This is an optimization exercise on Yosys and OpenROAD, whose aim is small area and a short achievable clock period, not a production implementation.
The RTL was checked by simulation tests, not by an equivalence proof against the original design.
No activity file was given, so power comes from the tool's default toggle rates.

job 101:
// top_mips
module top_mips (
    input wire clk,
    input wire reset,
    output wire [31:0] imem_addr,
    input wire [31:0] imem_rdata,
    output wire [31:0] dmem_addr,
    output wire [31:0] dmem_wdata,
    output wire dmem_we,
    input wire [31:0] dmem_rdata,
    output wire [31:0] aluresout,
    output wire [31:0] shift_resultout,
    output wire [31:0] GP_DATA_INout
);
    reg [31:0] PC;        
    reg [31:0] PC4_r;     
    reg [25:0] ir_r;      
    reg [31:0] B_r;       
    reg [31:0] p_r;       
    reg [31:0] g2_r;      
    reg [31:0] t2_r;      
    reg        cin_r;     
    reg [31:0] lgc_r;     
    reg [31:0] shift_r;   
    reg        issum_r;   
    reg        isslt_r;   
    reg        gsum_r;    
    reg        galu_r;    
    reg        gsh_r;     
    reg        gpc_r;     
    reg        glw_r;     
    reg        jr_r, jmp_r, br1_r, rt0_r, beq_r, bne_r, blez_r, bgtz_r;
    reg        aneg_r;    
    reg        azero_r;   
    reg [4:0]  wa_r;      
    reg        we_r;      
    reg [31:0] data_out;  
    reg [31:0] regs [1:31];
    reg [31:1] valid;
    wire [31:0] sum;
    wire        cout;
    Adder_Tail tail (.p(p_r), .g2(g2_r), .t2(t2_r), .ci(cin_r), .s(sum), .co(cout));
    wire [31:0] lgc_s = {lgc_r[31:1], lgc_r[0] | (isslt_r & ~cout)};
    wire [31:0] alu = ({32{issum_r}} & sum) | lgc_s;
    wire [31:0] pc4 = PC4_r;
    wire [31:0] gp, gp_w;
    GP_Sel gp_out (.sum(sum), .lgc(lgc_s), .shift(shift_r), .pc4(pc4), .dout(data_out),
                   .gsum(gsum_r), .galu(galu_r), .gsh(gsh_r), .gpc(gpc_r), .glw(glw_r),
                   .q(gp));
    GP_Sel gp_reg (.sum(sum), .lgc(lgc_s), .shift(shift_r), .pc4(pc4), .dout(data_out),
                   .gsum(gsum_r), .galu(galu_r), .gsh(gsh_r), .gpc(gpc_r), .glw(glw_r),
                   .q(gp_w));
    wire [31:0] a_val = p_r ^ B_r;        
    wire ab_eq = (p_r == 32'b0);          
    wire taken = (br1_r & (rt0_r ^ aneg_r))
               | (beq_r & ab_eq)
               | (bne_r & ~ab_eq)
               | (blez_r & (aneg_r | azero_r))
  ...
clock: 10.0 ns
lec_check: 0
abc_clock_period_in_ps: 4000
cap_margin: 20
core_margin: 2
core_utilization: 50
setup_slack_margin: 5
slew_margin: 20
synth_hierarchical: 1
synth_minimum_keep_size: 0
tns_end_percent: 0
standard.sh (not shown) runs the stock make flow with config.mk's settings and CLKGATE_MAP_FILE= SYNTH_SCRIPT=/design/flow/synth_recipe.tcl, a recipe that flattens the netlist after the stock synthesis.
==> flow/flow/run.sh <==
#!/bin/bash
set -euo pipefail
bash standard.sh synth > synth.log 2>&1
bash standard.sh SETUP_SLACK_MARGIN=6.5 \
    "BUFFER_PORTS_ARGS=-buffer_cell sky130_fd_sc_hd__buf_2" \
    finish > layout.log 2>&1
test -s out/final.def
Input-level comparison between job 102 and job 101:
--- a/flow/design.v
+++ b/flow/design.v
@@ -16,15 +16,16 @@
     reg [25:0] ir_r;      
     reg [31:0] B_r;       
     reg [31:0] p_r;       
     reg [31:0] g2_r;      
     reg [31:0] t2_r;      
     reg        cin_r;     
-    reg [31:0] lgc_r;     
+    reg [31:0] g0_r;      
     reg [31:0] shift_r;   
     reg        issum_r;   
+    reg        isand_r, isor_r, isxor_r, isnor_r;   
     reg        isslt_r;   
     reg        gsum_r;    
     reg        galu_r;    
     reg        gsh_r;     
     reg        gpc_r;     
     reg        glw_r;     
@@ -36,13 +37,17 @@
     reg [31:0] data_out;  
     reg [31:0] regs [1:31];
     reg [31:1] valid;
     wire [31:0] sum;
     wire        cout;
     Adder_Tail tail (.p(p_r), .g2(g2_r), .t2(t2_r), .ci(cin_r), .s(sum), .co(cout));
-    wire [31:0] lgc_s = {lgc_r[31:1], lgc_r[0] | (isslt_r & ~cout)};
+    wire [31:0] lgc = ({32{isand_r}} & g0_r)
+                    | ({32{isor_r}}  & (p_r | g0_r))
+                    | ({32{isxor_r}} & p_r)
+                    | ({32{isnor_r}} & ~(p_r | g0_r));
+    wire [31:0] lgc_s = {lgc[31:1], lgc[0] | (isslt_r & ~cout)};
     wire [31:0] alu = ({32{issum_r}} & sum) | lgc_s;
     wire [31:0] pc4 = PC4_r;
     wire [31:0] gp, gp_w;
     GP_Sel gp_out (.sum(sum), .lgc(lgc_s), .shift(shift_r), .pc4(pc4), .dout(data_out),
                    .gsum(gsum_r), .galu(galu_r), .gsh(gsh_r), .gpc(gpc_r), .glw(glw_r),
                    .q(gp));
@@ -121,30 +126,23 @@
     Reg_Read rdb (.a(rt), .valid(valid), .regsf(regsf), .q(rB));
     wire [31:0] ext = zext ? {16'b0, imm} : {{16{imm[15]}}, imm};
     wire [31:0] opb = alusrc ? ext : rB;
     wire [31:0] x   = inv ? ~opb : opb;
     wire [31:0] p, g2, t2;
     Adder_Head head (.a(rA), .b(x), .ci(inv), .p(p), .g2(g2), .t2(t2));
-    wire [31:0] lgc = ({32{alu_and}} & (rA & opb))
-                    | ({32{alu_or}}  & (rA | opb))
-                    | ({32{alu_xor}} & (rA ^ opb))
-                    | ({32{alu_nor}} & ~(rA | opb));
-    function [31:0] rev32(input [31:0] v);
-        integer q;
-        for (q = 0; q < 32; q = q + 1)
-            rev32[q] = v[31-q];
-    endfunction
-    wire [31:0] sh_in  = srl ? rev32(rB) : rB;
-    wire [31:0] sh_out = sh_in << shamt;
-    wire [31:0] shift  = srl ? rev32(sh_out) : sh_out;
+    wire [31:0] shift  = srl ? (rB >> shamt) : (rB << shamt);
     always @(posedge clk or posedge reset) begin
         if (reset) begin
             PC      <= 32'd0;
             PC4_r   <= 32'd4;
             cin_r   <= 1'b0;
             issum_r <= 1'b0;
+            isand_r <= 1'b0;
+            isor_r  <= 1'b0;
+            isxor_r <= 1'b0;
+            isnor_r <= 1'b0;
             isslt_r <= 1'b0;
             gsum_r  <= 1'b0;
             galu_r  <= 1'b0;
             gsh_r   <= 1'b0;
             gpc_r   <= 1'b0;
             glw_r   <= 1'b0;
@@ -162,12 +160,16 @@
             we_r    <= 1'b0;
         end else begin
             PC      <= npc;
             PC4_r   <= npc + 32'd4;
             cin_r   <= inv;
             issum_r <= alu_sum;
+            isand_r <= alu_and;
+            isor_r  <= alu_or;
+            isxor_r <= alu_xor;
+            isnor_r <= alu_nor;
             isslt_r <= alu_slt;
             gsum_r  <= alu_sum & gp_alu;
             galu_r  <= gp_alu;
             gsh_r   <= gp_shift;
             gpc_r   <= gp_pc;
             glw_r   <= op_lw;
@@ -188,13 +190,13 @@
     always @(posedge clk) begin
         ir_r    <= ins[25:0];
         B_r     <= rB;
         p_r     <= p;
         g2_r    <= g2;
         t2_r    <= t2;
-        lgc_r   <= lgc;
+        g0_r    <= rA & x;
         shift_r <= shift;
     end
     always @(posedge clk) begin
         if (!we_r)
             data_out <= dmem_rdata;
     end
--- outcome ---
- Going from job 101 to job 102, cell leakage power moved down, final non-filler cell total rose by 0.90%, critical path depth lower, sequential cell count about even.
- Job 101 -> job 102: internal power increased by a few percent
- The more densely filled core belongs to job 101, not job 102.
- Flop-to-flop setup slack came out lower on job 102 than on job 101.

afterwards: timing with drivers on the ports:
The flow's constraints put no driver on any port. The routed layouts listed below were extracted and timed again, unchanged, in two steps. Step 1 (the two cells are an assumption about what drives the block):
set clk [get_ports {clk}]
set_driving_cell -lib_cell sky130_fd_sc_hd__clkbuf_16 $clk
set_driving_cell -lib_cell sky130_fd_sc_hd__buf_2 [delete_from_list [all_inputs] $clk]
Step 2 times the ports against the registers' clock, not the clock port: input delays grow and output delays shrink by t, the midpoint of the rising clock arrivals with the driver on. a / b / c = ideal ports / drivers / drivers and shift; a / b = the first two.
run	t (ns)	setup WS [ns]	worst setup path at the end	slew at the worst register clock pin (ns)	cell pins on the clock port's net
job 101	0.880	5.192 / 5.238 / 4.359	input to register	0.07 / 0.07	1
job 102	0.869	5.115 / 5.172 / 4.304	input to register	0.07 / 0.07	1
After both steps setup and hold are still met in every run listed. The setup slack of job 101, which loses most, moves by +0.046 ns with the drivers and by -0.833 ns with both steps.
